From an optimization exercise on the open Yosys and OpenROAD flow, aimed at small area; shortcuts taken in it are not production practice. Function was checked by simulation only, so behaviour that the tests miss may differ from the original. Power and IR drop assume default switching activity.

==> flow/design.v <==
module keyboard_PS2(
	input			clock,
	input			rst_n,		 
	input			ps2_clk,
	input			ps2_dat,
	output reg	[1:0]	gun_dir,
	output reg		bombing,
	output reg		shooting);
	reg		c1, c2, c3;
	wire	neg = ~c2 & c3;
	reg	[3:0]	num;		 
	reg	[7:0]	temp;		 
	reg			key_flag;	 
	reg			ps2_state;
	reg			d1, d2, dat_ready;
	reg	[2:0]	cls;
	reg	[2:0]	tcls;
	always @* begin
		case (temp)
			8'h23: tcls = 3'b100;
			8'h1d: tcls = 3'b101;
			8'h1c: tcls = 3'b110;
			8'h1b: tcls = 3'b111;
			8'h44: tcls = 3'b001;
			8'h32: tcls = 3'b010;
			default: tcls = 3'b000;
		endcase
	end
	wire	win = (num == 4'd10);
	always @(posedge clock) begin
		if (!rst_n) begin
			c1 <= 1'b0; c2 <= 1'b0; c3 <= 1'b0;
			num <= 4'd0;
			temp <= 8'd0;
			key_flag <= 1'b0;
			ps2_state <= 1'b1;
			cls <= 3'b000;
			d1 <= 1'b0; d2 <= 1'b0; dat_ready <= 1'b0;
			gun_dir <= 2'b00;
			shooting <= 1'b0;
			bombing <= 1'b0;
		end else begin
			c1 <= ps2_clk; c2 <= c1; c3 <= c2;
			if (neg) begin
				num <= win ? 4'd0 : num + 4'd1;
				if (num != 4'd0 && num <= 4'd8)
					temp <= {ps2_dat, temp[7:1]};
			end
			if (win) begin
				if (temp == 8'hf0)
					key_flag <= 1'b1;
				else if (!key_flag) begin
					ps2_state <= 1'b1;
					cls <= tcls;
				end else begin
					ps2_state <= 1'b0;
					key_flag <= 1'b0;
				end
			end
			d1 <= ps2_state;
			d2 <= d1;
			dat_ready <= ~d2 & d1;
			if (cls[2])
				gun_dir <= cls[1:0];
			shooting <= dat_ready & (cls == 3'b001);
			bombing <= dat_ready & (cls == 3'b010);
		end
	end
endmodule
module game_ctrl(
	input			clock,
	input			rst_n,		 
	input			reset,
	input			start,
	input		[1:0]	gun_dir,
	input			bombing,
	input			shooting,
	output reg	[1:0]	state,		 
	output reg	[15:0]	bray,
	output reg	[55:0]	bpos,
	output		[7:0]	mray,
	output reg	[27:0]	mpos,
	output reg	[3:0]	size_monster,
	output reg	[1:0]	num_bomb,
	output reg	[1:0]	play_hp,
	output		[6:0]	play_score);
	localparam [6:0] BDEAD = 7'd96, MDEAD = 7'd112;
	localparam [1:0] IDLE = 2'b00, RUN = 2'b01, WIN = 2'b10, LOSE = 2'b11;
	function [6:0] sub7;
		input [6:0] a, b;
		integer k;
		reg c;
		begin
			c = 1'b1;
			for (k = 0; k < 7; k = k + 1) begin
				sub7[k] = a[k] ^ ~b[k] ^ c;
				c = (a[k] & ~b[k]) | (a[k] & c) | (~b[k] & c);
			end
		end
	endfunction
	function ge7;
		input [6:0] a, b;
		integer k;
		reg c;
		begin
			c = 1'b1;
			for (k = 0; k < 7; k = k + 1)
				c = (a[k] & ~b[k]) | (a[k] & c) | (~b[k] & c);
			ge7 = c;
		end
	endfunction
	function [6:0] add10;
		input [6:0] a;
		add10 = a + 7'd10;
	endfunction
	function [6:0] inc7;
		input [6:0] a;
		integer k;
		reg c;
		begin
			c = 1'b1;
			for (k = 0; k < 7; k = k + 1) begin
				inc7[k] = a[k] ^ c;
				c = a[k] & c;
			end
		end
	endfunction
	function [6:0] dec7;
		input [6:0] a;
		integer k;
		reg c;
		begin
			c = 1'b1;
			for (k = 0; k < 7; k = k + 1) begin
				dec7[k] = a[k] ^ c;
				c = ~a[k] & c;
			end
		end
	endfunction
	reg	[6:0]	cb;
	reg	[7:0]	cm;
	reg	[14:0]	cs;
	wire	t_ball = (cb == 7'd59);
	wire	t_mon = (cm == 8'd29);
	wire	t_spawn = (cs == 15'd20010);
	always @(posedge clock) begin
		if (!rst_n) begin
			cb <= 7'd64;
			cm <= 8'd128;
			cs <= 15'd16384;
		end else begin
			cb <= t_ball ? 7'd1 : {cb[5:0], cb[6] ^ cb[5]};
			cm <= t_mon ? 8'd1 : {cm[6:0], cm[7] ^ cm[5] ^ cm[4] ^ cm[3]};
			cs <= t_spawn ? 15'd1 : {cs[13:0], cs[14] ^ cs[13]};
		end
	end
	reg	[15:0]	tmp;
	always @(posedge clock) begin
		if (!rst_n)
			tmp <= 16'h5555;
		else if (t_spawn)
			tmp <= {tmp[14:0], tmp[15] ^ tmp[11] ^ tmp[2] ^ tmp[0]};
	end
	wire	[1:0]	sp_dir = tmp[8:7];
	wire			sp_size = tmp[6];
	reg	[5:0]	h;		 
	reg			s0;		 
	assign play_score = {h, s0};
	reg	[2:0]	addr_b;
	reg	[1:0]	addr_m;
	reg	[7:0]	mdir;
	reg	[3:0]	mf;
	genvar gj;
	generate for (gj = 0; gj < 4; gj = gj + 1) begin : g_mray
		assign mray[2*gj+1:2*gj] = {mdir[2*gj+1] ^ mf[gj], mdir[2*gj]};
	end endgenerate
	reg	[31:0]	col;
	reg	[7:0]	kill_b;
	reg	[3:0]	kill_m;
	reg			anycol;
	reg	[3:0]	alive;
	reg			anygun;
	reg	[2:0]	nalive;
	reg	[6:0]	v;
	integer i, j;
	always @* begin
		for (i = 0; i < 8; i = i + 1)
			for (j = 0; j < 4; j = j + 1) begin
				col[4*i+j] = ((bray[2*i+:2] == mray[2*j+:2]) || mpos[7*j+:7] == 7'd0)
					&& ge7(bpos[7*i+:7], mpos[7*j+:7]) && ge7(add10(mpos[7*j+:7]), bpos[7*i+:7]);
			end
		anycol = 1'b0;
		kill_b = 8'd0;
		kill_m = 4'd0;
		for (i = 0; i < 32; i = i + 1)
			if (!anycol && col[i]) begin
				anycol = 1'b1;
				kill_b[i/4] = 1'b1;
				kill_m[i%4] = 1'b1;
			end
		anygun = 1'b0;
		nalive = 3'd0;
		for (j = 0; j < 4; j = j + 1) begin
			alive[j] = (mpos[7*j+4+:3] != 3'b111);
			if (mpos[7*j+4+:3] == 3'b000 && (!mpos[7*j+3] || mpos[7*j+1+:2] == 2'b00))
				anygun = 1'b1;		 
			nalive = nalive + alive[j];
		end
	end
	reg	[2:0]	kadd;
	reg	[6:0]	hsum;
	reg			sat;
	always @* begin
		if (bombing)
			kadd = (nalive == 3'd4) ? 3'd3 : nalive;
		else
			kadd = 3'd1;
		hsum = h + kadd;
		sat = s0 || (hsum >= 7'd50) || (bombing && nalive == 3'd4 && hsum == 7'd49);
	end
	wire	[6:0]	new_score = sat ? {6'd49, 1'b1} : {hsum[5:0], 1'b0};
	wire	rs = reset;
	wire	e_shot = !rs && shooting;
	wire	e_spawn = !rs && !shooting && t_spawn;
	wire	e_bt = !rs && !shooting && !t_spawn && t_ball;
	wire	e_mt = !rs && !shooting && !t_spawn && !t_ball && t_mon;
	wire	free = !rs && !shooting && !t_spawn && !t_ball && !t_mon;
	wire	e_col = free && anycol;
	wire	e_gun = free && !anycol && anygun;
	wire	bomb_eff = bombing && (num_bomb != 2'd0);
	reg	[6:0]	b, d;
	always @(posedge clock) begin
		if (!rst_n) begin
			state <= IDLE;
			num_bomb <= 2'd3;
			play_hp <= 2'd3;
			h <= 6'd0;
			s0 <= 1'b0;
			addr_b <= 3'd0;
			addr_m <= 2'd0;
			size_monster <= 4'd0;
			mdir <= 8'd0;
			mf <= 4'd0;
			mpos <= {4{MDEAD}};
			bray <= 16'd0;
			bpos <= {8{BDEAD}};
		end else begin
			case (state)
				IDLE: begin
					num_bomb <= 2'd3;
					play_hp <= 2'd3;
					h <= 6'd0;
					s0 <= 1'b0;
					if (start)
						state <= RUN;
					else begin
						mpos <= {4{MDEAD}};
						bpos <= {8{BDEAD}};
					end
				end
				RUN: begin
					if (e_shot) begin
						addr_b <= addr_b + 3'd1;
						bray[2*addr_b+:2] <= gun_dir;
						bpos[7*addr_b+:7] <= 7'd10;
					end
					if (e_spawn) begin
						addr_m <= addr_m + 2'd1;
						mdir[2*addr_m+:2] <= sp_dir;
						size_monster[addr_m] <= sp_size;
						mf[addr_m] <= 1'b0;
						mpos[7*addr_m+:7] <= sp_dir[0] ? 7'd50 : 7'd70;
					end
					if (e_bt)
						for (i = 0; i < 8; i = i + 1) begin
							b = bpos[7*i+:7];
							if (bray[2*i] ? (b[6] || (b[5] && b[4] && b[3] && b[2])) : (b[6] && (b[5] || b[4])))
								bpos[7*i+:7] <= BDEAD;
							else
								bpos[7*i+:7] <= inc7(b);
						end
					if (e_mt)
						for (j = 0; j < 4; j = j + 1) begin
							d = mpos[7*j+:7];
							if (alive[j]) begin
								if (!mf[j]) begin
									if (d == 7'd0) begin
										mf[j] <= 1'b1;
										mpos[7*j+:7] <= 7'd1;
									end else
										mpos[7*j+:7] <= dec7(d);
								end else
									mpos[7*j+:7] <= (d == (mdir[2*j] ? 7'd55 : 7'd75)) ? MDEAD : inc7(d);
							end
						end
					if (e_col) begin
						{h, s0} <= new_score;
						for (i = 0; i < 8; i = i + 1)
							if (kill_b[i]) bpos[7*i+:7] <= BDEAD;
						for (j = 0; j < 4; j = j + 1)
							if (kill_m[j]) mpos[7*j+:7] <= MDEAD;
					end
					if (e_gun) begin
						if (play_hp != 2'd0)
							play_hp <= play_hp - 2'd1;
						else
							state <= LOSE;
						mpos <= {4{MDEAD}};
						bpos <= {8{BDEAD}};
					end
					if (rs)
						state <= IDLE;
					if (s0)
						state <= WIN;
					if (bomb_eff) begin
						{h, s0} <= new_score;
						mpos <= {4{MDEAD}};
						bpos <= {8{BDEAD}};
						num_bomb <= num_bomb - 2'd1;
					end
				end
				default: begin
					if (rs)
						state <= IDLE;
				end
			endcase
		end
	end
endmodule
module bin2bcd(
	input			clock,
	input			rst_n,
	input		[6:0]	bin,
	output reg	[3:0]	y2,
	output reg	[3:0]	y3);
	reg	[1:0]	state;
	reg	[6:0]	A;
	reg	[3:0]	temp;
	always @(posedge clock) begin
		if (!rst_n) begin
			state <= 2'd0;
			A <= 7'd0;
			temp <= 4'd0;
			y2 <= 4'd0;
			y3 <= 4'd0;
		end else begin
			case (state)
				2'd0: begin
					A <= bin;
					temp <= 4'd0;
					state <= 2'd1;
				end
				2'd1: begin
					temp <= 4'd0;
					state <= 2'd2;
				end
				default: begin
					if (A >= 7'd10) begin
						A <= A - 7'd10;
						temp <= temp + 4'd1;
					end else begin
						y2 <= temp;
						y3 <= A[3:0];
						state <= 2'd0;
					end
				end
			endcase
		end
	end
endmodule
module seg7_decoder(
	input		[1:0]	dat1_i,		 
	input		[1:0]	dat2_i,		 
	input		[3:0]	dat3_i,		 
	input		[3:0]	dat4_i,		 
	output		[6:0]	seg1_o,
	output		[6:0]	seg2_o,
	output		[6:0]	seg3_o,
	output		[6:0]	seg4_o);
	function [6:0] seg03;
		input [1:0] d;
		seg03 = {~d[1], d[1] | d[0], d[0], ~d[1] & d[0], d[1] & ~d[0], 1'b0, ~d[1] & d[0]};
	endfunction
	function [6:0] seg09;
		input [3:0] d;
		begin
			seg09[0] = (~d[0] & ~d[1] & d[2]) | (d[0] & ~d[1] & ~d[2] & ~d[3]);
			seg09[1] = (d[0] & ~d[1] & d[2]) | (~d[0] & d[1] & d[2]);
			seg09[2] = ~d[0] & d[1] & ~d[2];
			seg09[3] = (d[0] & ~d[1] & ~d[2]) | (~d[0] & ~d[1] & d[2]) | (d[0] & d[1] & d[2]);
			seg09[4] = d[0] | (~d[1] & d[2]);
			seg09[5] = (d[0] & d[1]) | (d[1] & ~d[2]) | (d[0] & ~d[2] & ~d[3]);
			seg09[6] = (d[0] & d[1] & d[2]) | (~d[1] & ~d[2] & ~d[3]);
		end
	endfunction
	function [6:0] segeven;
		input [3:0] d;
		segeven = {~d[1] & ~d[2] & ~d[3], d[1] & ~d[2], d[0] | (~d[1] & d[2]),
			d[0] | (~d[1] & d[2]), d[1] & ~d[2], d[1] & d[2], ~d[1] & d[2]};
	endfunction
	assign seg1_o = seg03(dat1_i);
	assign seg2_o = seg03(dat2_i);
	assign seg3_o = seg09(dat3_i);
	assign seg4_o = segeven(dat4_i);
endmodule
module display_ctrl(
	input			clock,
	input			rst_n,
	input		[1:0]	gun_dir,
	input		[1:0]	state,		 
	input		[15:0]	bray,
	input		[55:0]	bpos,
	input		[7:0]	mray,
	input		[27:0]	mpos,
	input		[3:0]	size_monster,
	output reg	[2:0]	colour,
	output reg	[7:0]	x,
	output reg	[6:0]	y);
	always @(posedge clock) begin
		if (!rst_n) begin
			x <= 8'd0;
			y <= 7'd0;
		end else if (x != 8'd159) begin
			x <= x + 8'd1;
		end else begin
			x <= 8'd0;
			y <= (y != 7'd119) ? y + 7'd1 : 7'd0;
		end
	end
	wire	region = (x >= 8'd10) && (x <= 8'd150) && (y >= 7'd10) && (y <= 7'd110);
	wire	gunbox = (x >= 8'd75) && (x <= 8'd85) && (y >= 7'd55) && (y <= 7'd65);
	wire	ymid = (y >= 7'd58) && (y <= 7'd62);
	wire	xmid = (x >= 8'd78) && (x <= 8'd82);
	reg		gun_on;
	always @* begin
		case (gun_dir)
			2'b00: gun_on = (x <= 8'd80) || ymid;
			2'b01: gun_on = (y >= 7'd60) || xmid;
			2'b10: gun_on = (x >= 8'd80) || ymid;
			default: gun_on = (y <= 7'd60) || xmid;
		endcase
	end
	wire	hb = (y >= 7'd57) && (y <= 7'd63);
	wire	[7:0]	xd = (x > 8'd80) ? x - 8'd80 : 8'd80 - x;
	wire	[6:0]	yd = (y < 7'd60) ? 7'd60 - y : y - 7'd60;
	wire	[6:0]	q = hb ? xd[6:0] : yd;
	wire	[1:0]	s = hb ? ((x > 8'd80) ? 2'b00 : 2'b10) : ((y < 7'd60) ? 2'b01 : 2'b11);
	wire	bband = ((y >= 7'd59) && (y <= 7'd61)) || ((x >= 8'd79) && (x <= 8'd81));
	wire	mband = hb || ((x >= 8'd77) && (x <= 8'd83));
	function [6:0] sub7;
		input [6:0] a, b;
		integer k;
		reg c;
		begin
			c = 1'b1;
			for (k = 0; k < 7; k = k + 1) begin
				sub7[k] = a[k] ^ ~b[k] ^ c;
				c = (a[k] & ~b[k]) | (a[k] & c) | (~b[k] & c);
			end
		end
	endfunction
	reg		ballhit, monhit, monred;
	reg	[6:0]	v;
	integer i;
	always @* begin
		ballhit = 1'b0;
		for (i = 0; i < 8; i = i + 1) begin
			v = sub7(bpos[7*i+:7], q);	 
			if (bray[2*i+:2] == s && v[6:3] == 4'd0 && v[2] && !(v[1] && v[0]))
				ballhit = 1'b1;
		end
		monhit = 1'b0;
		monred = 1'b0;
		for (i = 3; i >= 0; i = i - 1) begin
			v = sub7(mpos[7*i+:7], q);	 
			if (mray[2*i+:2] == s && (v[6:2] == 5'd0 || (v[6:2] == 5'b11111 && v[1:0] != 2'b00))) begin
				monhit = 1'b1;
				monred = size_monster[i];
			end
		end
	end
	always @(posedge clock) begin
		if (!rst_n)
			colour <= 3'b000;
		else begin
			case (state)
				2'b01: begin
					if (!region)
						colour <= 3'b000;
					else if (gunbox)
						colour <= gun_on ? 3'b100 : 3'b000;
					else if (bband && ballhit)
						colour <= 3'b010;
					else if (mband && monhit)
						colour <= monred ? 3'b100 : 3'b001;
					else
						colour <= 3'b000;
				end
				2'b10: colour <= 3'b010;
				2'b11: colour <= 3'b100;
				default: colour <= 3'b000;
			endcase
		end
	end
endmodule
module Shooter_top
	(
		CLOCK_50,
		RESETN,
		SW,
		PS2_CLK,
		PS2_DAT,
		HEX3,
		HEX2,
		HEX1,
		HEX0,
		LEDR,
		PIX_X,
		PIX_Y,
		PIX_COLOUR
	);
	input			CLOCK_50;
	input			RESETN;
	input	[17:0]	SW;
	input			PS2_CLK;
	input			PS2_DAT;
	output	[6:0]	HEX3;
	output	[6:0]	HEX2;
	output	[6:0]	HEX1;
	output	[6:0]	HEX0;
	output	[15:0]	LEDR;
	output	[7:0]	PIX_X;
	output	[6:0]	PIX_Y;
	output	[2:0]	PIX_COLOUR;
	wire	[1:0]	gun_dir;
	wire			shooting, bombing;
	wire	[1:0]	state;
	wire	[15:0]	bray;
	wire	[55:0]	bpos;
	wire	[7:0]	mray;
	wire	[27:0]	mpos;
	wire	[3:0]	size_monster;
	wire	[1:0]	num_bomb, play_hp;
	wire	[6:0]	play_score;
	wire	[3:0]	dat1, dat2;
	assign LEDR = {6'b0, play_hp, 1'b0, play_score};
	keyboard_PS2 u1(
		.clock(CLOCK_50), .rst_n(RESETN), .ps2_clk(PS2_CLK), .ps2_dat(PS2_DAT),
		.gun_dir(gun_dir), .bombing(bombing), .shooting(shooting));
	game_ctrl u2(
		.clock(CLOCK_50), .rst_n(RESETN), .reset(SW[0]), .start(SW[1]),
		.gun_dir(gun_dir), .bombing(bombing), .shooting(shooting),
		.state(state), .bray(bray), .bpos(bpos), .mray(mray), .mpos(mpos),
		.size_monster(size_monster), .num_bomb(num_bomb), .play_hp(play_hp),
		.play_score(play_score));
	bin2bcd u3(
		.clock(CLOCK_50), .rst_n(RESETN), .bin(play_score), .y2(dat1), .y3(dat2));
	seg7_decoder u4(
		.dat1_i(num_bomb), .dat2_i(play_hp), .dat3_i(dat1), .dat4_i(dat2),
		.seg1_o(HEX3), .seg2_o(HEX2), .seg3_o(HEX1), .seg4_o(HEX0));
	display_ctrl u5(
		.clock(CLOCK_50), .rst_n(RESETN), .gun_dir(gun_dir), .state(state),
		.bray(bray), .bpos(bpos), .mray(mray), .mpos(mpos), .size_monster(size_monster),
		.colour(PIX_COLOUR), .x(PIX_X), .y(PIX_Y));
endmodule
==> flow/flow/run.sh <==
#!/bin/bash
# Standard ORFS layout, with one extra step: after the standard synthesis, the
# combinational logic between the registers is re-optimised with ABC (deepsyn with a
# few random seeds, in rounds, keeping the smallest netlist); every register instance is
# kept as the standard synthesis made it, which the script checks.
set -euo pipefail
cd "$(dirname "$0")/.."
WORK=$PWD
R=$WORK/orfs/results/$FLOW_PLATFORM/Shooter_top/base
LIB=$FLOW_HOME/platforms/$FLOW_PLATFORM/lib/sky130_fd_sc_hd__tt_025C_1v80.lib
YOSYS=$(command -v yosys || echo /OpenROAD-flow-scripts/tools/install/yosys/bin/yosys)
JOBS=12
ROUNDS=5
T=150

# 1. standard synthesis
bash standard.sh $R/1_2_yosys.v > synth_standard.log 2>&1
cp $R/1_2_yosys.v $WORK/std_1_2_yosys.v

# 2. re-optimise the logic
DU=$(grep -o 'cell *( *"\?sky130_fd_sc_hd__\(lpflow\|probe\)[a-z0-9_]*' $LIB | sed 's/.*(\s*"\?//' | sort -u | sed 's/^/-dont_use /' | tr '\n' ' ')
area() { grep 'Chip area' "$1" | awk '{print $NF}'; }
mkdir -p reopt
best=$WORK/std_1_2_yosys.v
bestarea=1e12
for r in $(seq 1 $ROUNDS); do
  for k in $(seq 0 $((JOBS - 1))); do
    if (( k % 2 == 0 )); then m="dch -f; amap"; else m="dch; amap"; fi
    if (( k % 4 < 2 )); then pre="strash; dc2"; else pre="strash"; fi
    sc="$pre; \&get -n; \&deepsyn -T $T -S $(( (r * JOBS + k) % 101 )); \&put; $m; topo"
    sed -e "s|@LIB@|$LIB|g" -e "s|@IN@|$best|g" -e "s|@OUT@|$WORK/reopt/r${r}_$k.v|g" \
        -e "s|@DU@|$DU|g" -e "s|@TOP@|$FLOW_TOP|g" -e "s|@SCRIPT@|$sc|" \
        -e "s|@STAT@|$WORK/reopt/r${r}_$k.stat|" flow/reopt.ys > reopt/r${r}_$k.ys
    $YOSYS -s reopt/r${r}_$k.ys > reopt/r${r}_$k.log 2>&1 &
  done
  wait
  for k in $(seq 0 $((JOBS - 1))); do
    f=$WORK/reopt/r${r}_$k
    [[ -f $f.stat && -f $f.v ]] || continue
    a=$(area $f.stat)
    if awk "BEGIN{exit !($a < $bestarea)}"; then bestarea=$a; best=$f.v; fi
  done
  echo "round $r: best $bestarea ($best)" >> reopt.log
done
cp $best $WORK/reopt.v

regs() { grep -o 'sky130_fd_sc_hd__[es]\?df[a-z0-9_]* [^ ]*' "$1" | sort; }
if ! cmp -s <(regs $WORK/std_1_2_yosys.v) <(regs $WORK/reopt.v); then
  echo "registers changed by the re-optimisation" >&2; exit 1
fi
cp $WORK/reopt.v $R/1_2_yosys.v
touch $R/1_2_yosys.v

# 3. the rest of the standard layout; every port still gets its own buffer, the
# smallest one (buf_1)
export BUFFER_PORTS_ARGS="-buffer_cell sky130_fd_sc_hd__buf_1"
# clock tree: clusters of up to 22 registers, each driven by a clkbuf_16, clkbuf_4 above
# them, no dummy loads
export CTS_ARGS="-sink_clustering_enable -repair_clock_nets -sink_clustering_size 22 -sink_clustering_max_diameter 120 -dont_use_dummy_load -buf_list sky130_fd_sc_hd__clkbuf_4 -sink_clustering_buffer sky130_fd_sc_hd__clkbuf_16"
bash standard.sh > layout.log 2>&1
==> flow/flow/reopt.ys <==
read_liberty -ignore_miss_func @LIB@
read_verilog @IN@
hierarchy -top @TOP@
setattr -mod -set keep_hierarchy 1 sky130_fd_sc_hd__df* sky130_fd_sc_hd__edf* sky130_fd_sc_hd__sdf*
flatten
hierarchy -top @TOP@
setattr -mod -set blackbox 1 sky130_fd_sc_hd__df* sky130_fd_sc_hd__edf* sky130_fd_sc_hd__sdf*
opt -purge
abc -liberty @LIB@ @DU@ -script "+@SCRIPT@"
opt_clean -purge
hilomap -singleton -hicell sky130_fd_sc_hd__conb_1 HI -locell sky130_fd_sc_hd__conb_1 LO
splitnets
opt_clean -purge
tee -o @STAT@ stat -liberty @LIB@
write_verilog -noattr -noexpr -nohex -nodec @OUT@
==> flow/standard.sh <==
#!/bin/bash
# synth_recipe.tcl (not shown) runs the flow's synth.tcl, then flattens the netlist and writes it again
# the make line also repeats each setting of config.mk as NAME=value (left out here)
make -C /OpenROAD-flow-scripts/flow DESIGN_CONFIG=/design/flow/config.mk WORK_HOME=/design/flow/orfs CLKGATE_MAP_FILE= SYNTH_SCRIPT=/design/flow/synth_recipe.tcl "${@:-finish}"
==> flow/config.mk <==
export PLATFORM = sky130hd
export DESIGN_NAME = Shooter_top
export DESIGN_NICKNAME = Shooter_top
export VERILOG_FILES = /design/flow/design.v
export SDC_FILE = /design/flow/constraint.sdc
export NUM_CORES = 8
export LEC_CHECK = 0
export CAP_MARGIN = 20
export CORE_MARGIN = 2
export CORE_UTILIZATION = 40
export CTS_CLUSTER_DIAMETER = 120
export CTS_CLUSTER_SIZE = 22
export GPL_ROUTABILITY_DRIVEN = 1
export GPL_TIMING_DRIVEN = 0
export SLEW_MARGIN = 20
==> flow/constraint.sdc <==
create_clock -name core_clock -period 20.0 [get_ports {CLOCK_50}]
set_input_delay 4.0000 -clock core_clock [delete_from_list [all_inputs] [get_ports {CLOCK_50}]]
set_output_delay 4.0000 -clock core_clock [all_outputs]
set_load 0.01 [all_outputs]
==> impl_metrics.ini, run 1 <==
[run_status]
outcome = no timing/DRC/antenna violations

[cts]
clock_path_buffers = 3
ctsRootBufferMaster = clkbuf_4
cts_hold_buf = 0
h-tree-depth = 1
clock-sinks = 246
post_cts_resized = 0
cts_tree = done
cts_inserted_buffers = 15
post-cts-setup-buffers = 0
clock_latency_ns = 0.80
clkTransAtPathRegs_ns = 0.09

[grt]
grt_pass1_vias = 23100
grt_pass1_wl_um = 164000
track_usage_pct = 47.1
grt_max_degree = 34
grt-ovfl-total = 0
antenna_found_initial = 8

[power_and_ir_drop]
cellLeakagePower_nw = 6.33
power_density_nw_per_um2 = 41.8
total_power_uw = 849
vdd_drop_max_mv = 0.0849

[worst_setup_path]
max_stage_delay_ns = 0.99
slowest_stage = o21ai_0
timing.rr.end = u2.bpos[25]
r2r_cells = 31
cp-startpoint = u2.mpos[23]
cp.required_ns = 20.70
reg2reg_from = u2.mpos[23]
critical_path_class = reg -> reg
worstPathArrival_ns = 13.28
crit_fanout = 14
endpoint = u2.bpos[25]
start_kind = flop
worst-r2r-setup-slack_ns = 7.42
cp-end-kind = flop

[placement]
gp_congestion = 1.14
place_area_um2 = 19900
port_buffers = 58
dp_hpwl_um = 83600

[sta]
fin_tns_setup_ns = 0
post-route-period-util_pct = 62.9
final_max_slew_viol_count = 0
relSlewSlack_pct = 9.73
final_hold_viol_count = 0
max_freq_ghz = 0.0795
post-route-min-period_ns = 12.58
rsz0062_at_grt = false
tightest_slew_ns = 1.35
setup_viol = 0
skew_ns = 0.0223

[floorplan]
die_area_um2 = 48200
core_area_um2 = 45600
die_height_um = 220
ioPinCount = 84
start_util_pct = 40.8
die_x_um = 220
core.rowCount = 78

[routing]
postRouteAntennaNets = 0
dr.first_iter.drc_count = 4396
first_pass_iters = 9
routedWlPerCell_um = 33.0
drc = 0
routed_via_density = 7.37
vias = 25800
drt_wl_total_um = 116000

[synth]
syn_area_um2 = 18600
yosysWarnings = 5
avgSynthCellArea_um2 = 6.64
synthCells = 2797

[layout]
fin_area_um2 = 20300
syn2layout_area_growth_pct = 9.31
num-nets-final = 2920
drive_gt1_share_pct = 2.18
utilization_pct = 44.6

[worst_hold_path]
min_path_type = reg -> reg

[job]
maxCapViolCount = 0
==> layout by cell type, fill, tap and decap left out, types with 6 or more instances in the layout <==
cell type and count:
o211ai_1 21, o221a_1 9, conb_1 9, o21ai_0 242
a311oi_1 7, o31ai_1 8, o21ai_1 6, o221ai_1 66
nand3_1 28, buf_1 57, and3_1 7, o21a_1 35
o22ai_1 204, a211oi_1 38, a221oi_1 94, or3_1 20
nor3_1 95, nor4_1 25, nand2_1 278, a31oi_1 61
o22a_1 8, o32a_1 7, diode_2 7, or4_1 8
a22oi_1 58, a222oi_1 61, a21oi_1 171, o32ai_1 15
dfxtp_1 244, or2_0 27, nor2b_1 11, a2111oi_0 11
clkinv_1 351, a32o_1 8, nor2_1 482, nand4_1 20
clkbuf_16 12
==> state kept, by name (all words and copies together) (netlist names), 8 cells and up <==
signal	cells
u2.mpos	28
u2.bray	16
u5.x	8
u2.tmp	16
u1.temp	8
u2.cm	8
u2.bpos	56
u2.cs	15
u2.mdir	8
==> metal layers <==
layer / up-vias / share of wire, % / global-route usage [%]
li1: 11000 / - / -
met1: 12100 / 37 / 58.4
met2: 2084 / 40 / 67.2
met3: 559 / 15 / 17.7
met4: 6 / 8.9 / 32.4
met5: - / 0.029 / 0
==> worst min-delay path by stage <==
| stage | from | endpoint | cells past startpoint |
|---|---|---|---|
| 2_1_floorplan | u1.d2 | u1.dat_ready | 1 |
| 3_3_place_gp | u1.d2 | u1.dat_ready | 1 |
| 3_5_place_dp | u1.d2 | u1.dat_ready | 1 |
| 4_1_cts | u1.d2 | u1.dat_ready | 1 |
| 5_1_grt | u1.d2 | u1.dat_ready | 1 |
| 6_report | u1.d2 | u1.dat_ready | 1 |
==> critical path: cells and delay by family, from the launching register on <==
kind	cells	cell delay (ns)
simple gates	17	4.76
compound gates	6	3.55
buf+inv	8	3.15
flops	1	0.97
==> through the flow <==
stage | hold slack (ns) | std cells | worst slack [ns]
floorplan | 0.367 | 2805 | 13.37
global placement | 0.378 | 3463 | 7.28
detailed placement | 0.384 | 3480 | 8.12
CTS | 0.403 | 3495 | 8.01
global route | 0.411 | 3497 | 7.50
finish | 0.403 | 3503 | 7.42
==> area by class of cell <==
type / instances / area (um2)
Sequential cell: 246 / 4930
Multi-Input combinational cell: 2207 / 12500
Timing Repair Buffer: 76 / 442
Clock buffer: 15 / 323
Fill cell: 4816 / 25300
Antenna cell: 7 / 17.5
Tap cell: 600 / 751
Inverter: 352 / 1320
==> power by group <==
| group | switching [mW] | internal (mW) |
|---|---|---|
| logic | 0.0430 | 0.0156 |
| clock network | 0.178 | 0.112 |
| registers | 0.00670 | 0.494 |
| total | 0.228 | 0.621 |
==> inputs of run 2 (changes only) <==
--- a/flow/flow/run.sh
+++ b/flow/flow/run.sh
@@ -12,3 +12,3 @@
 JOBS=12
-ROUNDS=5
+ROUNDS=2
 T=150
--- a/flow/config.mk
+++ b/flow/config.mk
@@ -7,3 +7,3 @@
 export LEC_CHECK = 0
-export CAP_MARGIN = 20
+export CAP_MARGIN = 0
 export CORE_MARGIN = 2
@@ -14,2 +14,2 @@
 export GPL_TIMING_DRIVEN = 0
-export SLEW_MARGIN = 20
+export SLEW_MARGIN = 0
==> run 2 against run 1 <==
Now fails the layout checks on capacitance limit, slew limit. Flip-flop and latch count stayed put. Setup slack worse by 0.80 ns. Cell count hardly changed. Routed wire length is 0.50% higher. Clock power hardly changed. Sequential power hardly changed. Combinational power is 1% lower. Critical path type unchanged. Critical endpoint unchanged. Highest routed layer unchanged.
==> impl_metrics.ini, run 2 <==
[run_status]
outcome = complete, but fails checks
check.faults = capacitance limit, slew limit

[sta]
relSlewSlack_pct = -2.05
final_hold_viol_count = 0
tightest_slew_ns = 1.51
rsz0062_at_grt = false
setup_viol = 0
final_max_slew_viol_count = 9
fin_tns_setup_ns = 0
post-route-period-util_pct = 66.9
max_freq_ghz = 0.0748
skew_ns = 0.0493
timing.hold.ws_ns = 0.401
post-route-min-period_ns = 13.37

[floorplan]
die_x_um = 220
core_area_um2 = 45600
core.rowCount = 78
start_util_pct = 40.8
die_area_um2 = 48200
die_height_um = 220
ioPinCount = 84

[grt]
grt-ovfl-total = 0
grt_pass1_vias = 23400
antenna_found_initial = 17
grt_pass1_wl_um = 164000
grt_max_degree = 38
track_usage_pct = 47.1

[synth]
yosysWarnings = 5
syn_area_um2 = 18600
avgSynthCellArea_um2 = 6.64
synthCells = 2797

[routing]
drt_wl_total_um = 116000
dr.first_iter.drc_count = 4295
wl_met3_um = 17300
postRouteAntennaNets = 0
routed_via_density = 7.41
routedWlPerCell_um = 33.2
vias = 26000
wl_met2_um = 45600
drt-met1-wl_um = 42200
drc = 0
topRoutingLayerUsed = met5
first_pass_iters = 10

[cts]
ctsRootBufferMaster = clkbuf_4
post_cts_resized = 0
clock_latency_ns = 0.81
post-cts-setup-buffers = 0
clock-sinks = 246
h-tree-depth = 1
cts_tree = done
clock_path_buffers = 3
clkTransAtPathRegs_ns = 0.09
cts_inserted_buffers = 15
cts_hold_buf = 0

[power_and_ir_drop]
cellLeakagePower_nw = 6.32
vdd_drop_max_mv = 0.0784
power_density_nw_per_um2 = 42.0

[layout]
largest_reg_flops = 56
fin_area_um2 = 20200
final_cell_mix = nor2_1, clkinv_1, nand2_1
layout_commonest_cell = nor2_1
reg_top3 = u2.bpos: 56 flops, u2.mpos: 28 flops
num-nets-final = 2922
utilization_pct = 44.3
largest_register = u2.bpos
drive_gt1_share_pct = 1.69
syn2layout_area_growth_pct = 8.80

[worst_setup_path]
crit_fanout = 24
worst-r2r-setup-slack_ns = 6.63
reg2reg_from = u2.mpos[22]
cp-end-kind = flop
crit_cells = 31
crit_family = simple AND/OR/NAND/NOR gates
timing.rr.end = u2.bpos[25]
cp-startpoint = u2.mpos[22]
worstPathArrival_ns = 14.10
critical_path_class = reg -> reg
endpoint = u2.bpos[25]
start_kind = flop
cp.buffers_inverters = 8
r2r_cells = 31
slowest_stage = clkinv_1
cp.required_ns = 20.72
max_stage_delay_ns = 1.22

[placement]
dp_hpwl_um = 83800
gp_congestion = 1.14
port_buffers = 58
place_area_um2 = 19900

[worst_hold_path]
hold_path_depth = 1
min_path_type = reg -> reg

[job]
maxCapViolCount = 2
-- run 2: report_power, final --
part	internal [mW]	switching [mW]	leakage, nW
combinational	0.0155	0.0425	4.17
sequential	0.494	0.00658	1.99
clock	0.112	0.179	0.162
-- run 2: metal layers --
layer | global-route usage, % | vias up
met4 | 35.2 | 18
met5 | 0 | -
met1 | 56.5 | 12300
li1 | - | 11000
met3 | 20.5 | 594
met2 | 66.1 | 2069
-- run 2: through the flow --
step	worst slack, ns	power [mW]	instances
after floorplan	13.37	0.543	2805
after global placement	7.28	0.564	3463
after detailed placement	8.01	0.567	3482
after CTS	7.96	0.846	3497
after global routing	6.87	0.872	3499
final	6.63	0.849	3505
-- run 2: worst min-delay path by stage --
| stage | start | to | slack, ns |
|---|---|---|---|
| 3_3_place_gp | u1.d2 | u1.dat_ready | 0.38 |
| 2_1_floorplan | u1.d2 | u1.dat_ready | 0.37 |
| 3_5_place_dp | u1.d2 | u1.dat_ready | 0.39 |
| 5_1_grt | u1.d2 | u1.dat_ready | 0.41 |
| 6_report | u1.d2 | u1.dat_ready | 0.40 |
| 4_1_cts | u1.d2 | u1.dat_ready | 0.40 |
-- run 2: layout make-up --
class                   instances  area, um2
diodes                          7       17.5
clock buffers                  15        323
fillers                      4776      25400
inverters                     352       1320
multi-input cells            2207      12400
flip-flops and latches        246       4920
well taps                     600        751
repair buffers                 78        452
==> inputs of run 3 (changes only) <==
--- a/flow/design.v
+++ b/flow/design.v
@@ -209,2 +209,3 @@
 	end
+	wire	bomb_eff = bombing && (num_bomb != 2'd0);	 
 	reg	[2:0]	kadd;
@@ -213,3 +214,3 @@
 	always @* begin
-		if (bombing)
+		if (bomb_eff)
 			kadd = (nalive == 3'd4) ? 3'd3 : nalive;
@@ -218,3 +219,3 @@
 		hsum = h + kadd;
-		sat = s0 || (hsum >= 7'd50) || (bombing && nalive == 3'd4 && hsum == 7'd49);
+		sat = s0 || (hsum >= 7'd50) || (bomb_eff && nalive == 3'd4 && hsum == 7'd49);
 	end
@@ -229,3 +230,2 @@
 	wire	e_gun = free && !anycol && anygun;
-	wire	bomb_eff = bombing && (num_bomb != 2'd0);
 	reg	[6:0]	b, d;
--- a/flow/flow/run.sh
+++ b/flow/flow/run.sh
@@ -12,3 +12,3 @@
 JOBS=12
-ROUNDS=2
+ROUNDS=5
 T=150
--- a/flow/config.mk
+++ b/flow/config.mk
@@ -7,3 +7,3 @@
 export LEC_CHECK = 0
-export CAP_MARGIN = 0
+export CAP_MARGIN = 20
 export CORE_MARGIN = 2
@@ -14,2 +14,2 @@
 export GPL_TIMING_DRIVEN = 0
-export SLEW_MARGIN = 0
+export SLEW_MARGIN = 20
==> run 3 against run 2 <==
Cell area increased by 2.4%. Synthesized cell count grew 0.43%. Power rose by 2.3%. Area after synthesis is 0.62% higher. Now clean on timing, DRC and antenna. Largest cell class unchanged.
==> impl_metrics.ini, run 3 <==
[sta]
tightest_slew_ns = 1.37
relSlewSlack_pct = 8.46
setup_viol = 0
setup_ws_ns = 6.84
rsz0062_at_grt = false
post-route-period-util_pct = 65.8
skew_ns = 0.103
fin_tns_setup_ns = 0
final_hold_viol_count = 0
timing.hold.ws_ns = 0.382
final_max_slew_viol_count = 0
post-route-min-period_ns = 13.16
max_freq_ghz = 0.0760

[layout]
syn2layout_area_growth_pct = 10.8
final_cell_mix = nor2_1, clkinv_1, nand2_1
drive_gt1_share_pct = 3.52
fillCellCount = 4874
largest_reg_flops = 56
num-nets-final = 2950
layout_commonest_cell = nor2_1
utilization_pct = 44.7
largest_register = u2.bpos
layout.cells.non_filler = 3538
fin_area_um2 = 20700
reg_top3 = u2.bpos: 56 flops, u2.mpos: 28 flops

[worst_setup_path]
cp-end-kind = flop
slowest_stage = nor2_1
start_kind = flop
crit_fanout = 17
worst-r2r-setup-slack_ns = 6.84
critPathMostFrequentCell = clkinv_1
cp.required_ns = 20.78
max_stage_delay_ns = 1.24
timing.rr.end = u2.bpos[9]
reg2reg_from = u2.mpos[2]
r2r_cells = 26
worstPathArrival_ns = 13.94
critical_path_class = reg -> reg

[grt]
met2_usage_pct = 68.3
antenna_found_initial = 7
use_met3_pct = 22.2
grt_busiest_layer = met2
grt-ovfl-total = 0
grt_pass1_vias = 23500
grt_max_degree = 40
grt_pass1_wl_um = 169000
track_usage_pct = 48.7
use_met1_pct = 57.9

[placement]
dp_hpwl_um = 82900
pre_cts_ws_ns = 8.45
dpl.cell_count = 3513
port_buffers = 58
place_area_um2 = 20300
gp_congestion = 1.13

[worst_hold_path]
min_path_type = reg -> reg
min_to = u1.dat_ready
hold_path_depth = 1
min_from = u1.d2

[floorplan]
core.rowCount = 79
core_area_um2 = 46400
die_x_um = 220
ioPinCount = 84
die_area_um2 = 48500
start_util_pct = 40.3
die_height_um = 220

[run_status]
outcome = no timing/DRC/antenna violations

[cts]
clock_latency_ns = 0.90
ctsRootBufferMaster = clkbuf_4
h-tree-depth = 1
post_cts_resized = 0
clkTransAtPathRegs_ns = 0.09
clock-sinks = 246
post-cts-setup-buffers = 0
cts_inserted_buffers = 17
cts_hold_buf = 0
clock_path_buffers = 3
cts_tree = done

[job]
maxCapViolCount = 0

[routing]
drc = 0
postRouteAntennaNets = 0
drt_wl_total_um = 122000
routedWlPerCell_um = 34.5
routed_via_density = 7.43
dr.first_iter.drc_count = 4408
vias = 26300
first_pass_iters = 13

[synth]
avgSynthCellArea_um2 = 6.65
synthCells = 2809
syn_area_um2 = 18700
yosysWarnings = 5

[power_and_ir_drop]
total_power_uw = 869
vdd_drop_max_mv = 0.0746
power_density_nw_per_um2 = 42.0
cellLeakagePower_nw = 6.30
-- run 3: layout make-up --
cell class,count,area (um2),area share [%]
flip-flops and latches,246,4940,23.8
diodes,5,12.5,0.0604
well taps,607,759,3.67
repair buffers,92,612,2.96
inverters,329,1240,5.97
clock buffers,17,373,1.80
multi-input cells,2242,12800,61.7
-- run 3: how the worst max path moves through the flow --
stage,startpoint,end,slack (ns),cells past startpoint
floorplan,RESETN,u2.bpos[50],12.99,5
global placement,u2.mpos[1],u2.bpos[9],5.01,22
detailed placement,u2.mpos[2],u2.bpos[11],8.45,26
CTS,u2.mpos[2],u2.bpos[9],8.40,26
global route,u2.mpos[2],u2.bpos[9],7.31,26
finish,u2.mpos[2],u2.bpos[9],6.84,26
-- run 3: layer usage --
layer	up-vias	wire length, um
met3	666	18600
met4	8	11500
met2	2283	47500
li1	11100	-
met5	-	81
met1	12300	44200
-- run 3: where the power goes --
| part | switching [mW] | internal (mW) | total [mW] |
|---|---|---|---|
| logic | 0.0380 | 0.0120 | 0.0500 |
| registers | 0.00582 | 0.494 | 0.500 |
| clock network | 0.190 | 0.129 | 0.319 |
-- run 3: worst max-delay path, delay by kind of cell, from the launching register on --
kind / cells / cell delay [ns]
flip-flops: 1 / 1.10
AND/OR/NAND/NOR: 10 / 3.41
buffers and inverters: 6 / 4.52
AO/OA/AOI/OAI: 10 / 4.05
==> inputs of run 4 (changes only) <==
--- a/flow/design.v
+++ b/flow/design.v
@@ -209,3 +209,2 @@
 	end
-	wire	bomb_eff = bombing && (num_bomb != 2'd0);	 
 	reg	[2:0]	kadd;
@@ -214,3 +213,3 @@
 	always @* begin
-		if (bomb_eff)
+		if (bombing)
 			kadd = (nalive == 3'd4) ? 3'd3 : nalive;
@@ -219,3 +218,3 @@
 		hsum = h + kadd;
-		sat = s0 || (hsum >= 7'd50) || (bomb_eff && nalive == 3'd4 && hsum == 7'd49);
+		sat = s0 || (hsum >= 7'd50) || (bombing && nalive == 3'd4 && hsum == 7'd49);
 	end
@@ -230,2 +229,3 @@
 	wire	e_gun = free && !anycol && anygun;
+	wire	bomb_eff = bombing && (num_bomb != 2'd0);
 	reg	[6:0]	b, d;
--- a/flow/flow/run.sh
+++ b/flow/flow/run.sh
@@ -12,3 +12,3 @@
 JOBS=12
-ROUNDS=5
+ROUNDS=6
 T=150
@@ -23,4 +23,5 @@
 mkdir -p reopt
-best=$WORK/std_1_2_yosys.v
-bestarea=1e12
+# beam search: each round starts its jobs from the BEAM smallest netlists so far
+BEAM=3
+beam=($WORK/std_1_2_yosys.v)
 for r in $(seq 1 $ROUNDS); do
@@ -29,4 +30,5 @@
     if (( k % 4 < 2 )); then pre="strash; dc2"; else pre="strash"; fi
+    src=${beam[$(( k % ${#beam[@]} ))]}
     sc="$pre; \&get -n; \&deepsyn -T $T -S $(( (r * JOBS + k) % 101 )); \&put; $m; topo"
-    sed -e "s|@LIB@|$LIB|g" -e "s|@IN@|$best|g" -e "s|@OUT@|$WORK/reopt/r${r}_$k.v|g" \
+    sed -e "s|@LIB@|$LIB|g" -e "s|@IN@|$src|g" -e "s|@OUT@|$WORK/reopt/r${r}_$k.v|g" \
         -e "s|@DU@|$DU|g" -e "s|@TOP@|$FLOW_TOP|g" -e "s|@SCRIPT@|$sc|" \
@@ -36,10 +38,10 @@
   wait
-  for k in $(seq 0 $((JOBS - 1))); do
-    f=$WORK/reopt/r${r}_$k
-    [[ -f $f.stat && -f $f.v ]] || continue
-    a=$(area $f.stat)
-    if awk "BEGIN{exit !($a < $bestarea)}"; then bestarea=$a; best=$f.v; fi
-  done
-  echo "round $r: best $bestarea ($best)" >> reopt.log
+  for f in $WORK/reopt/r*_*.stat; do
+    a=$(area $f || true)
+    if [[ -f ${f%.stat}.v && -n "$a" ]]; then echo "$a ${f%.stat}.v"; fi
+  done | sort -g > reopt/ranking.txt
+  mapfile -t beam < <(head -n $BEAM reopt/ranking.txt | awk '{print $2}')
+  echo "round $r: best $(head -n 1 reopt/ranking.txt)" >> reopt.log
 done
+best=$(head -n 1 reopt/ranking.txt | awk '{print $2}')
 cp $best $WORK/reopt.v
==> run 4 against run 3 <==
Routed wire length fell by 3.8%. Clock skew is 0.062 ns lower. Synthesized cell count fell by 3.3%. Die area shrank 1.0%. Maximum frequency shrank 8.8%. Cell area down 1.5%. Sequential power up 2%. Setup slack worse by 1.3 ns. Power is 0.58% higher. Global-route usage down 1.3 points. Cell count shrank 3.2%. Highest routed layer unchanged.
==> impl_metrics.ini, run 4 <==
[run_status]
outcome = no timing/DRC/antenna violations

[floorplan]
die_x_um = 219
core_area_um2 = 45500
core.rowCount = 78
start_util_pct = 40.7
ioPinCount = 84
die_height_um = 219
die_area_um2 = 48000

[routing]
routed_via_density = 7.56
vias = 25900
drt_wl_total_um = 117000
drc = 0
postRouteAntennaNets = 0
first_pass_iters = 12
dr.first_iter.drc_count = 4767
routedWlPerCell_um = 34.2

[grt]
grt_max_degree = 85
grt_pass1_wl_um = 164000
grt_pass1_vias = 23200
grt-ovfl-total = 0
antenna_found_initial = 3
track_usage_pct = 47.4

[layout]
largest_register = u2.bpos
largest_reg_flops = 56
fillCellCount = 4760
drive_gt1_share_pct = 2.84
syn2layout_area_growth_pct = 10.2
multi_input_area_um2 = 12500
final_cell_mix = nor2_1, clkinv_1, dfxtp_1
layout.cells.non_filler = 3426
num-nets-final = 2844
reg_top3 = u2.bpos: 56 flops, u2.mpos: 28 flops
layout_commonest_cell = nor2_1
ff_latch_area_um2 = 4930

[cts]
clock_path_buffers = 3
clock-sinks = 246
cts_inserted_buffers = 15
h-tree-depth = 1
post_cts_resized = 0
ctsRootBufferMaster = clkbuf_4
clock_latency_ns = 0.80
cts_tree = done
post-cts-setup-buffers = 0
cts_hold_buf = 0
clkTransAtPathRegs_ns = 0.10

[power_and_ir_drop]
intPower_uw = 629
vdd_drop_max_mv = 0.0792
p_sw_share_pct = 28.0
power_density_nw_per_um2 = 42.9
combPwrFrac_pct = 8.3
cellLeakagePower_nw = 6.47
p_sw_uw = 245
seqPwrFrac_pct = 58.1
p_clk_share_pct = 33.6

[synth]
yosysWarnings = 5
avgSynthCellArea_um2 = 6.81
syn_area_um2 = 18500
synthCells = 2715

[placement]
gp_congestion = 1.13
dpl.cell_count = 3403
port_buffers = 58
dp_hpwl_um = 82500

[job]
maxCapViolCount = 0

[worst_setup_path]
crit_fanout = 23
critical_path_class = reg -> reg
crit_family = simple AND/OR/NAND/NOR gates
critPathMostFrequentCell = clkinv_1
worst-r2r-setup-slack_ns = 5.57
worstPathArrival_ns = 15.14
cp.required_ns = 20.71
start_kind = flop
slowest_stage = clkinv_1
cp-end-kind = flop
max_stage_delay_ns = 1.30
cp.buffers_inverters = 9

[sta]
fin_tns_setup_ns = 0
skew_ns = 0.0413
relSlewSlack_pct = 11.1
post-route-period-util_pct = 72.2
rsz0062_at_grt = false
setup_viol = 0
final_max_slew_viol_count = 0
final_hold_viol_count = 0
max_freq_ghz = 0.0693
tightest_slew_ns = 1.33
post-route-min-period_ns = 14.43

[worst_hold_path]
min_path_type = reg -> reg
## run 4: changes by cell type in the layout (fill, tap and decap cells not counted), sizes merged, moves of 8 or more
cell and change:
nor2 -65, buf -10, o221a +8, a31oi -14
a21oi -8, o21a +10, o221ai +38, a22oi +18
nand2 -50, o22ai -20, o22a -10, clkinv +8
## run 4: final timing paths
| kind | start | depth (start not counted) | end |
|---|---|---|---|
| worst max-delay path | u2.mpos[22] | 32 | u2.bpos[42] |
| worst min-delay path | u1.d2 | 1 | u1.dat_ready |
| worst max register to register | u2.mpos[22] | 32 | u2.bpos[42] |
| worst min register to register | u1.d2 | 1 | u1.dat_ready |
## run 4: final cells by class
type | count | share of cell area, %
sequential | 246 | 24.2
timing repair buffer | 82 | 2.78
multi-input combinational | 2141 | 61.5
tap | 600 | 3.68
clock buffer | 15 | 1.58
inverter | 336 | 6.22
antenna | 6 | 0.0737
## run 4: worst reg2reg max path: cells and delay by family, from the launching register on
family / cells / cell delay [ns]
AND/OR/NAND/NOR: 18 / 5.34
buffers and inverters: 9 / 4.74
AO/OA/AOI/OAI: 5 / 3.12
flip-flops: 1 / 1.18
## run 4: stage by stage
step           setup slack [ns]  area, um2  total power, mW  util, %  hold WS [ns]
2_1_floorplan             12.95      18500            0.560        -         0.367
3_3_place_gp               5.02      19500            0.584     42.9         0.374
3_5_place_dp               7.21      20000            0.587     43.9         0.390
4_1_cts                    7.06      20300            0.866     44.7         0.402
5_1_grt                    6.17      20400            0.889     44.8         0.429
6_report                   5.57      20400            0.874     44.8         0.395
## run 4: metal layers
layer | wire length [um] | up-vias | GRT usage, %
met1 | 43400 | 12200 | 59.5
li1 | - | 10800 | -
met3 | 17800 | 586 | 18.8
met4 | 10500 | 4 | 33.4
met2 | 45400 | 2230 | 65.6
met5 | 42 | - | 0
## run 4: power by group through the flow
stage	clock (mW)	combinational, mW	sequential [mW]
floorplan	0	0.0448	0.515
global placement	0	0.0654	0.518
detailed placement	0	0.0686	0.519
CTS	0.290	0.0690	0.507
global route	0.303	0.0773	0.509
finish	0.293	0.0722	0.508
==> inputs of run 5 (changes only) <==
--- a/flow/design.v
+++ b/flow/design.v
@@ -209,2 +209,3 @@
 	end
+	wire	bomb_eff = bombing && (num_bomb != 2'd0);	 
 	reg	[2:0]	kadd;
@@ -213,3 +214,3 @@
 	always @* begin
-		if (bombing)
+		if (bomb_eff)
 			kadd = (nalive == 3'd4) ? 3'd3 : nalive;
@@ -218,3 +219,3 @@
 		hsum = h + kadd;
-		sat = s0 || (hsum >= 7'd50) || (bombing && nalive == 3'd4 && hsum == 7'd49);
+		sat = s0 || (hsum >= 7'd50) || (bomb_eff && nalive == 3'd4 && hsum == 7'd49);
 	end
@@ -229,3 +230,2 @@
 	wire	e_gun = free && !anycol && anygun;
-	wire	bomb_eff = bombing && (num_bomb != 2'd0);
 	reg	[6:0]	b, d;
--- a/flow/flow/run.sh
+++ b/flow/flow/run.sh
@@ -1,6 +1,11 @@
 #!/bin/bash
-# Standard ORFS layout, with one extra step: after the standard synthesis, the
-# combinational logic between the registers is re-optimised with ABC (deepsyn with a
-# few random seeds, in rounds, keeping the smallest netlist); every register instance is
-# kept as the standard synthesis made it, which the script checks.
+# The standard ORFS layout with three changes:
+#  - after the standard synthesis, the combinational logic between the registers is
+#    re-optimised with ABC (deepsyn with several random seeds, in rounds, as a beam
+#    search keeping the smallest netlists); every register instance is kept exactly as
+#    the standard synthesis made it, which the script checks;
+#  - every port still gets its own buffer, but the smallest one (buf_1);
+#  - the clock tree uses clkbuf_16 sink buffers under clkbuf_4, without dummy loads.
+# Each tool writes its full output to its own log in this folder (synth_standard.log,
+# reopt/*.log, reopt.log, layout.log; ORFS's own logs are under orfs/logs).
 set -euo pipefail
@@ -11,4 +16,4 @@
 YOSYS=$(command -v yosys || echo /OpenROAD-flow-scripts/tools/install/yosys/bin/yosys)
-JOBS=12
-ROUNDS=6
+JOBS=14
+ROUNDS=3
 T=150
@@ -24,3 +29,3 @@
 # beam search: each round starts its jobs from the BEAM smallest netlists so far
-BEAM=3
+BEAM=4
 beam=($WORK/std_1_2_yosys.v)
==> run 5 against run 4 <==
Core utilization fell by 0.91 points. Clock power rose by 4%. Power fell by 1.3%. Flip-flop and latch count did not move. Setup slack improved by 1.9 ns. Worst hold slack got worse by 0.0064 ns. Register-to-register slack improved by 1.9 ns. Critical endpoint is now u2.bpos[5]. Largest cell class unchanged. Highest routed layer unchanged.
==> impl_metrics.ini, run 5 <==
[run_status]
outcome = no timing/DRC/antenna violations

[floorplan]
ioPinCount = 84
die_x_um = 220
core.rowCount = 79
die_area_um2 = 48300
core_area_um2 = 46300
die_height_um = 220
start_util_pct = 40.3

[worst_setup_path]
max_stage_delay_ns = 1.10
worstPathArrival_ns = 13.22
cp-end-kind = flop
critPathMostFrequentCell = clkinv_1
cp-startpoint = u2.mpos[1]
reg2reg_from = u2.mpos[1]
slowest_stage = clkinv_1
cp.required_ns = 20.73
r2r_cells = 32
start_kind = flop
crit_fanout = 21
critical_path_class = reg -> reg

[cts]
cts_inserted_buffers = 16
clock_latency_ns = 0.88
cts_tree = done
cts_hold_buf = 0
clock_path_buffers = 3
post_cts_resized = 0
clkTransAtPathRegs_ns = 0.09
clock-sinks = 246
ctsRootBufferMaster = clkbuf_4
h-tree-depth = 1
post-cts-setup-buffers = 0

[placement]
dpl.cell_count = 3489
gp_congestion = 1.09
dp_hpwl_um = 80500
place_area_um2 = 19900
port_buffers = 58

[grt]
grt_busiest_layer = met2
track_usage_pct = 44.2
antenna_found_initial = 2
met2_usage_pct = 62.3
grt_max_degree = 34
use_met1_pct = 56.6
grt_pass1_wl_um = 155000
grt_pass1_vias = 23000
use_met3_pct = 14.2
grt-ovfl-total = 0

[sta]
post-route-min-period_ns = 12.49
rsz0062_at_grt = false
relSlewSlack_pct = 6.92
fin_tns_setup_ns = 0
max_freq_ghz = 0.0801
final_max_slew_viol_count = 0
tightest_slew_ns = 1.39
post-route-period-util_pct = 62.5
final_hold_viol_count = 0
setup_viol = 0
skew_ns = 0.104

[worst_hold_path]
min_from = u1.d2
hold_path_depth = 1
min_path_type = reg -> reg

[layout]
ff_latch_area_um2 = 4930
drive_gt1_share_pct = 1.86
syn2layout_area_growth_pct = 9.03
utilization_pct = 43.9
num-nets-final = 2922
final_cell_mix = nor2_1, clkinv_1, nand2_1
layout.cells.non_filler = 3507
layout_commonest_cell = nor2_1
reg_top3 = u2.bpos: 56 flops, u2.mpos: 28 flops
fillCellCount = 4910
fin_area_um2 = 20300
largest_reg_flops = 56
multi_input_area_um2 = 12700
largest_register = u2.bpos

[synth]
synthCells = 2802
syn_area_um2 = 18600
avgSynthCellArea_um2 = 6.65
yosysWarnings = 5

[routing]
postRouteAntennaNets = 0
first_pass_iters = 12
drt_wl_total_um = 110000
routedWlPerCell_um = 31.4
dr.first_iter.drc_count = 4525
routed_via_density = 7.26
drc = 0
vias = 25500

[power_and_ir_drop]
vdd_drop_max_mv = 0.0733
power_density_nw_per_um2 = 42.5
cellLeakagePower_nw = 6.23

[job]
maxCapViolCount = 0
==> run 5: final timing paths <==
check / end / slack [ns]
worst max-delay path: u2.bpos[5] / 7.51
worst min-delay path: u1.dat_ready / 0.39
worst max register to register: u2.bpos[5] / 7.51
worst min register to register: u1.dat_ready / 0.39
==> run 5: metal layers <==
layer	share of wire [%]	wire, um
met5	0.012	13
met4	8.3	9120
met3	14	15200
met2	40	43800
met1	38	42100
==> run 5: area by class of cell <==
type | count | area share, %
repair buffers | 72 | 2.01
diodes | 2 | 0.0246
clock buffers | 16 | 1.71
multi-input cells | 2249 | 62.4
well taps | 607 | 3.74
inverters | 315 | 5.83
flip-flops and latches | 246 | 24.3
==> run 5: power by group <==
group | total, mW | internal (mW) | switching, mW
sequential | 0.502 | 0.496 | 0.00631
clock | 0.305 | 0.120 | 0.184
combinational | 0.0561 | 0.0140 | 0.0422
total | 0.863 | 0.630 | 0.233
==> run 5: through the flow <==
| stage | worst slack [ns] | hold WS [ns] | power (mW) |
|---|---|---|---|
| 3_5_place_dp | 8.19 | 0.386 | 0.568 |
| 6_report | 7.51 | 0.389 | 0.863 |
| 4_1_cts | 8.09 | 0.399 | 0.862 |
| 5_1_grt | 7.47 | 0.414 | 0.885 |
| 3_3_place_gp | 4.75 | 0.375 | 0.564 |
| 2_1_floorplan | 12.94 | 0.367 | 0.545 |
==> run 5: critical path: cells and delay by family (launching register included) <==
family / cells / cell delay (ns)
compound gates: 5 / 2.17
simple gates: 16 / 5.21
buf+inv: 11 / 4.10
flops: 1 / 0.90
==> inputs of run 6 (changes only) <==
--- a/flow/flow/run.sh
+++ b/flow/flow/run.sh
@@ -18,3 +18,3 @@
 ROUNDS=3
-T=150
+T=300
 
==> run 6 against run 5 <==
Still clean on timing, DRC and antenna. First-iteration DRC count shrank 13%. Synthesized cell count increased by 3.1%. Die area shrank 1.5%. Cell count rose by 2.5%. Largest cell class unchanged. Largest power group unchanged. Highest routed layer unchanged.
==> impl_metrics.ini, run 6 <==
[synth]
avgSynthCellArea_um2 = 6.35
synthCells = 2890
yosysWarnings = 5
syn_area_um2 = 18300

[sta]
setup_ws_ns = 6.62
setup_viol = 0
skew_ns = 0.0577
post-route-period-util_pct = 66.9
tightest_slew_ns = 1.35
final_hold_viol_count = 0
post-route-min-period_ns = 13.38
relSlewSlack_pct = 9.55
rsz0062_at_grt = false
timing.hold.ws_ns = 0.398
max_freq_ghz = 0.0748
fin_tns_setup_ns = 0
final_max_slew_viol_count = 0

[run_status]
outcome = no timing/DRC/antenna violations

[worst_setup_path]
crit_fanout = 15
crit_cells = 31
worstPathArrival_ns = 14.05
cp.required_ns = 20.67
crit_family = simple AND/OR/NAND/NOR gates
r2r_cells = 31
critical_path_class = reg -> reg
slowest_stage = clkinv_1
cp.buffers_inverters = 7
max_stage_delay_ns = 1.23
start_kind = flop
cp-end-kind = flop

[layout]
fin_area_um2 = 20100
num-nets-final = 3015
final_cell_mix = nor2_1, clkinv_1, nand2_1
utilization_pct = 44.3
layout_commonest_cell = nor2_1
syn2layout_area_growth_pct = 9.35
drive_gt1_share_pct = 2.34
reg_top3 = u2.bpos: 56 flops, u2.mpos: 28 flops
largest_reg_flops = 56
largest_register = u2.bpos

[power_and_ir_drop]
combPwrFrac_pct = 22.2
p_sw_uw = 370
intPower_uw = 687
vdd_drop_max_mv = 0.0717
cellLeakagePower_nw = 6.68
p_clk_share_pct = 28.2
seqPwrFrac_pct = 49.6
p_sw_share_pct = 35.0
power_density_nw_per_um2 = 52.7

[placement]
dp_hpwl_um = 78200
gp_congestion = 1.10
place_area_um2 = 19700
port_buffers = 58
pre_cts_ws_ns = 8.00

[job]
maxCapViolCount = 0

[cts]
clock-sinks = 246
cts_inserted_buffers = 16
ctsRootBufferMaster = clkbuf_4
cts_hold_buf = 0
clkTransAtPathRegs_ns = 0.10
post_cts_resized = 0
clock_latency_ns = 0.78
cts_tree = done
clock_path_buffers = 3
post-cts-setup-buffers = 0
h-tree-depth = 1

[worst_hold_path]
min_path_type = reg -> reg
hold_path_depth = 1

[grt]
grt_busiest_layer = met2
grt_pass1_vias = 22700
grt_pass1_wl_um = 158000
track_usage_pct = 46.0
met2_usage_pct = 64.7
antenna_found_initial = 7
use_met3_pct = 16.1
grt_max_degree = 32
grt-ovfl-total = 0
use_met1_pct = 57.9

[routing]
dr.first_iter.drc_count = 3930
routedWlPerCell_um = 31.2
vias = 25000
first_pass_iters = 8
drc = 0
postRouteAntennaNets = 0
drt_wl_total_um = 112000
routed_via_density = 6.94

[floorplan]
die_height_um = 218
core.rowCount = 78
start_util_pct = 40.5
ioPinCount = 84
die_area_um2 = 47600
die_x_um = 218
core_area_um2 = 45300
==> run 6: worst paths after layout <==
check,slack (ns),start,end
worst max-delay path,6.62,u2.mpos[23],u2.bpos[10]
worst min-delay path,0.40,u1.d2,u1.dat_ready
worst max register to register,6.62,u2.mpos[23],u2.bpos[10]
worst min register to register,0.40,u1.d2,u1.dat_ready
==> run 6: metal layers <==
metal | vias up | part of all wire [%]
li1 | 10900 | -
met2 | 1900 | 39
met5 | - | 0.17
met1 | 11600 | 38
met3 | 525 | 14
met4 | 6 | 8.8
==> run 6: per-stage QoR <==
step | power, mW | std cells
2_1_floorplan | 0.662 | 2898
5_1_grt | 1.09 | 3593
6_report | 1.06 | 3595
4_1_cts | 1.05 | 3590
3_3_place_gp | 0.750 | 3556
3_5_place_dp | 0.753 | 3574
==> run 6: worst reg2reg max path, delay by kind of cell, from the launching register on <==
family / cells / cell delay [ns]
AO/OA/AOI/OAI: 6 / 1.12
flip-flops: 1 / 1.14
AND/OR/NAND/NOR: 18 / 7.62
buffers and inverters: 7 / 3.38
==> run 6: final cells by class <==
class	count	area, um2
well taps	600	751
diodes	4	10.0
fillers	4866	25200
repair buffers	77	448
multi-input cells	2319	12300
inverters	333	1250
clock buffers	16	348
flip-flops and latches	246	4940
==> run 6: power groups by stage <==
| stage | sequential [mW] | combinational [mW] | clock, mW |
|---|---|---|---|
| floorplan | 0.520 | 0.142 | 0 |
| global placement | 0.532 | 0.218 | 0 |
| detailed placement | 0.533 | 0.220 | 0 |
| CTS | 0.522 | 0.222 | 0.302 |
| global route | 0.523 | 0.249 | 0.315 |
| finish | 0.524 | 0.235 | 0.298 |
==> inputs of run 7 (changes only) <==
--- a/flow/flow/run.sh
+++ b/flow/flow/run.sh
@@ -17,3 +17,3 @@
 JOBS=14
-ROUNDS=3
+ROUNDS=5
 T=300
==> run 7 against run 6 <==
Critical path depth is 3 higher. Combinational power is 23% lower. Global-route usage is 2.3 points lower. Clock skew is 0.050 ns higher. Setup slack better by 1.1 ns. Cell count is 1.5% lower. Flip-flop and latch count stayed put. Count of clock-buffer cells in the layout is 1 higher. Maximum frequency is 8.6% higher. Sequential power is 1% lower. Power is 4.2% lower. Via count is 0.22% higher. Critical path type unchanged. Largest power group unchanged.
==> impl_metrics.ini, run 7 <==
[run_status]
outcome = no timing/DRC/antenna violations

[power_and_ir_drop]
total_power_mw = 1.01
power_density_nw_per_um2 = 50.5
cellLeakagePower_nw = 6.52
p_sw_uw = 339
combPwrFrac_pct = 17.8
intPower_uw = 674
p_sw_share_pct = 33.4
vdd_drop_max_mv = 0.0700
p_clk_share_pct = 31.2
seqPwrFrac_pct = 51.0

[worst_hold_path]
min_path_type = reg -> reg
min_from = u1.cls[1]
hold_path_depth = 1
min_to = u1.shooting

[worst_setup_path]
critical_path_class = reg -> reg
critPathMostFrequentCell = nor2_1
r2r_cells = 34
start_kind = flop
cp-end-kind = flop
slowest_stage = clkinv_1
cp.required_ns = 20.70
crit_fanout = 18
timing.rr.end = u2.mpos[26]
reg2reg_from = u2.mpos[8]
max_stage_delay_ns = 1.18
worstPathArrival_ns = 13.02
worst-r2r-setup-slack_ns = 7.68

[synth]
syn_area_um2 = 18300
avgSynthCellArea_um2 = 6.44
synthCells = 2842
yosysWarnings = 5

[layout]
ff_latch_area_um2 = 4940
layout_commonest_cell = nor2_1
layout.cells.non_filler = 3541
reg_top3 = u2.bpos: 56 flops, u2.mpos: 28 flops
multi_input_area_um2 = 12200
largest_reg_flops = 56
utilization_pct = 44.3
drive_gt1_share_pct = 2.28
largest_register = u2.bpos
final_cell_mix = nor2_1, clkinv_1, nand2_1
fillCellCount = 4850
num-nets-final = 2961
syn2layout_area_growth_pct = 9.54

[floorplan]
die_area_um2 = 47500
core.rowCount = 78
ioPinCount = 84
start_util_pct = 40.4
core_area_um2 = 45300
die_height_um = 218
die_x_um = 218

[cts]
cts_tree = done
post_cts_resized = 0
clock_latency_ns = 0.87
h-tree-depth = 1
clkTransAtPathRegs_ns = 0.11
ctsRootBufferMaster = clkbuf_4
clock-sinks = 246
cts_inserted_buffers = 17
clock_path_buffers = 3
post-cts-setup-buffers = 0
cts_hold_buf = 0

[grt]
grt_pass1_vias = 22500
grt_pass1_wl_um = 152000
antenna_found_initial = 5
track_usage_pct = 43.7
grt-ovfl-total = 0
use_met3_pct = 19.4
grt_busiest_layer = met2
grt_max_degree = 48
use_met1_pct = 53.5
met2_usage_pct = 60.7

[placement]
port_buffers = 58
gp_congestion = 1.11
dp_hpwl_um = 72000
dpl.cell_count = 3519

[sta]
rsz0062_at_grt = false
post-route-period-util_pct = 61.6
fin_tns_setup_ns = 0
tightest_slew_ns = 1.37
timing.hold.ws_ns = 0.326
final_max_slew_viol_count = 0
relSlewSlack_pct = 8.62
setup_viol = 0
final_hold_viol_count = 0
max_freq_ghz = 0.0812
post-route-min-period_ns = 12.32
skew_ns = 0.108

[job]
maxCapViolCount = 0

[routing]
drt_wl_total_um = 107000
dr.first_iter.drc_count = 4404
drc = 0
routedWlPerCell_um = 30.3
vias = 25000
routed_via_density = 7.06
postRouteAntennaNets = 0
first_pass_iters = 10
==> run 7: how the worst max path moves through the flow <==
stage          startpoint          end  slack [ns]  cells after the start
6_report       u2.mpos[8]  u2.mpos[26]        7.68                     34
5_1_grt        u2.mpos[8]  u2.mpos[26]        7.89                     34
4_1_cts        u2.mpos[8]  u2.mpos[26]        8.33                     34
3_5_place_dp   u2.mpos[8]  u2.mpos[26]        8.40                     34
3_3_place_gp       RESETN  u2.mpos[26]        5.82                     17
2_1_floorplan      RESETN  u2.mpos[26]       12.47                     16
==> run 7: layout make-up <==
| class | instances | area share (%) |
|---|---|---|
| Multi-Input combinational cell | 2241 | 60.8 |
| Sequential cell | 246 | 24.6 |
| Inverter | 363 | 6.80 |
| Tap cell | 600 | 3.74 |
| Timing Repair Buffer | 70 | 2.09 |
| Clock buffer | 17 | 1.86 |
| Antenna cell | 4 | 0.0499 |
==> run 7: per-layer routing <==
layer | vias up | wire length (um)
li1 | 10800 | -
met1 | 11500 | 38700
met2 | 2092 | 41100
met3 | 604 | 17600
met4 | 8 | 9770
met5 | - | 49
==> run 7: through the flow <==
step / instance area, um2 / setup WS, ns
floorplan: 18300 / 12.47
global route: 20100 / 7.89
finish: 20100 / 7.68
CTS: 20000 / 8.33
detailed placement: 19600 / 8.40
global placement: 19300 / 5.82
==> run 7: power by group through the flow <==
stage / clock (mW) / combinational [mW] / sequential [mW]
after CTS: 0.317 / 0.169 / 0.514
after global routing: 0.332 / 0.190 / 0.515
final: 0.316 / 0.180 / 0.517
after detailed placement: 0 / 0.168 / 0.525
after floorplan: 0 / 0.108 / 0.515
after global placement: 0 / 0.166 / 0.525
==> run 7: critical path, delay by kind of cell, from the launching register on <==
kind	cells	cell delay [ns]
buffers and inverters	7	2.39
AND/OR/NAND/NOR	17	6.77
AO/OA/AOI/OAI	10	2.21
flip-flops	1	0.83

afterwards: timing with drivers on the ports:
Ports are ideal in the flow. The routed layouts listed here were re-timed in OpenROAD. Step 1: set_driving_cell puts a clkbuf_16 on CLOCK_50 and a buf_2 on each other input, an assumption about the parent block. Step 2 times the ports against the registers' clock, not the clock port: input delays grow and output delays shrink by t, the midpoint of the rising clock arrivals with the driver on. Slacks: ideal ports / drivers / drivers and shift; pairs: ideal ports / drivers.
run	shift t [ns]	setup WS [ns]	worst setup path after step 2	clock arrival spread, ns	slew at the worst register clock pin (ns)
run 1	0.849	7.422 / 7.422 / 7.422	register to register	0.022 / 0.022	0.10 / 0.10
run 2	0.844	6.626 / 6.626 / 6.626	register to register	0.050 / 0.050	0.10 / 0.10
run 3	0.904	6.838 / 6.838 / 6.838	register to register	0.103 / 0.103	0.11 / 0.11
run 4	0.841	5.568 / 5.568 / 5.568	register to register	0.042 / 0.041	0.11 / 0.11
run 5	0.883	7.510 / 7.510 / 7.510	register to register	0.104 / 0.104	0.11 / 0.11
run 6	0.803	6.623 / 6.623 / 6.623	register to register	0.058 / 0.057	0.11 / 0.11
run 7	0.872	7.678 / 7.678 / 7.678	register to register	0.109 / 0.108	0.11 / 0.11
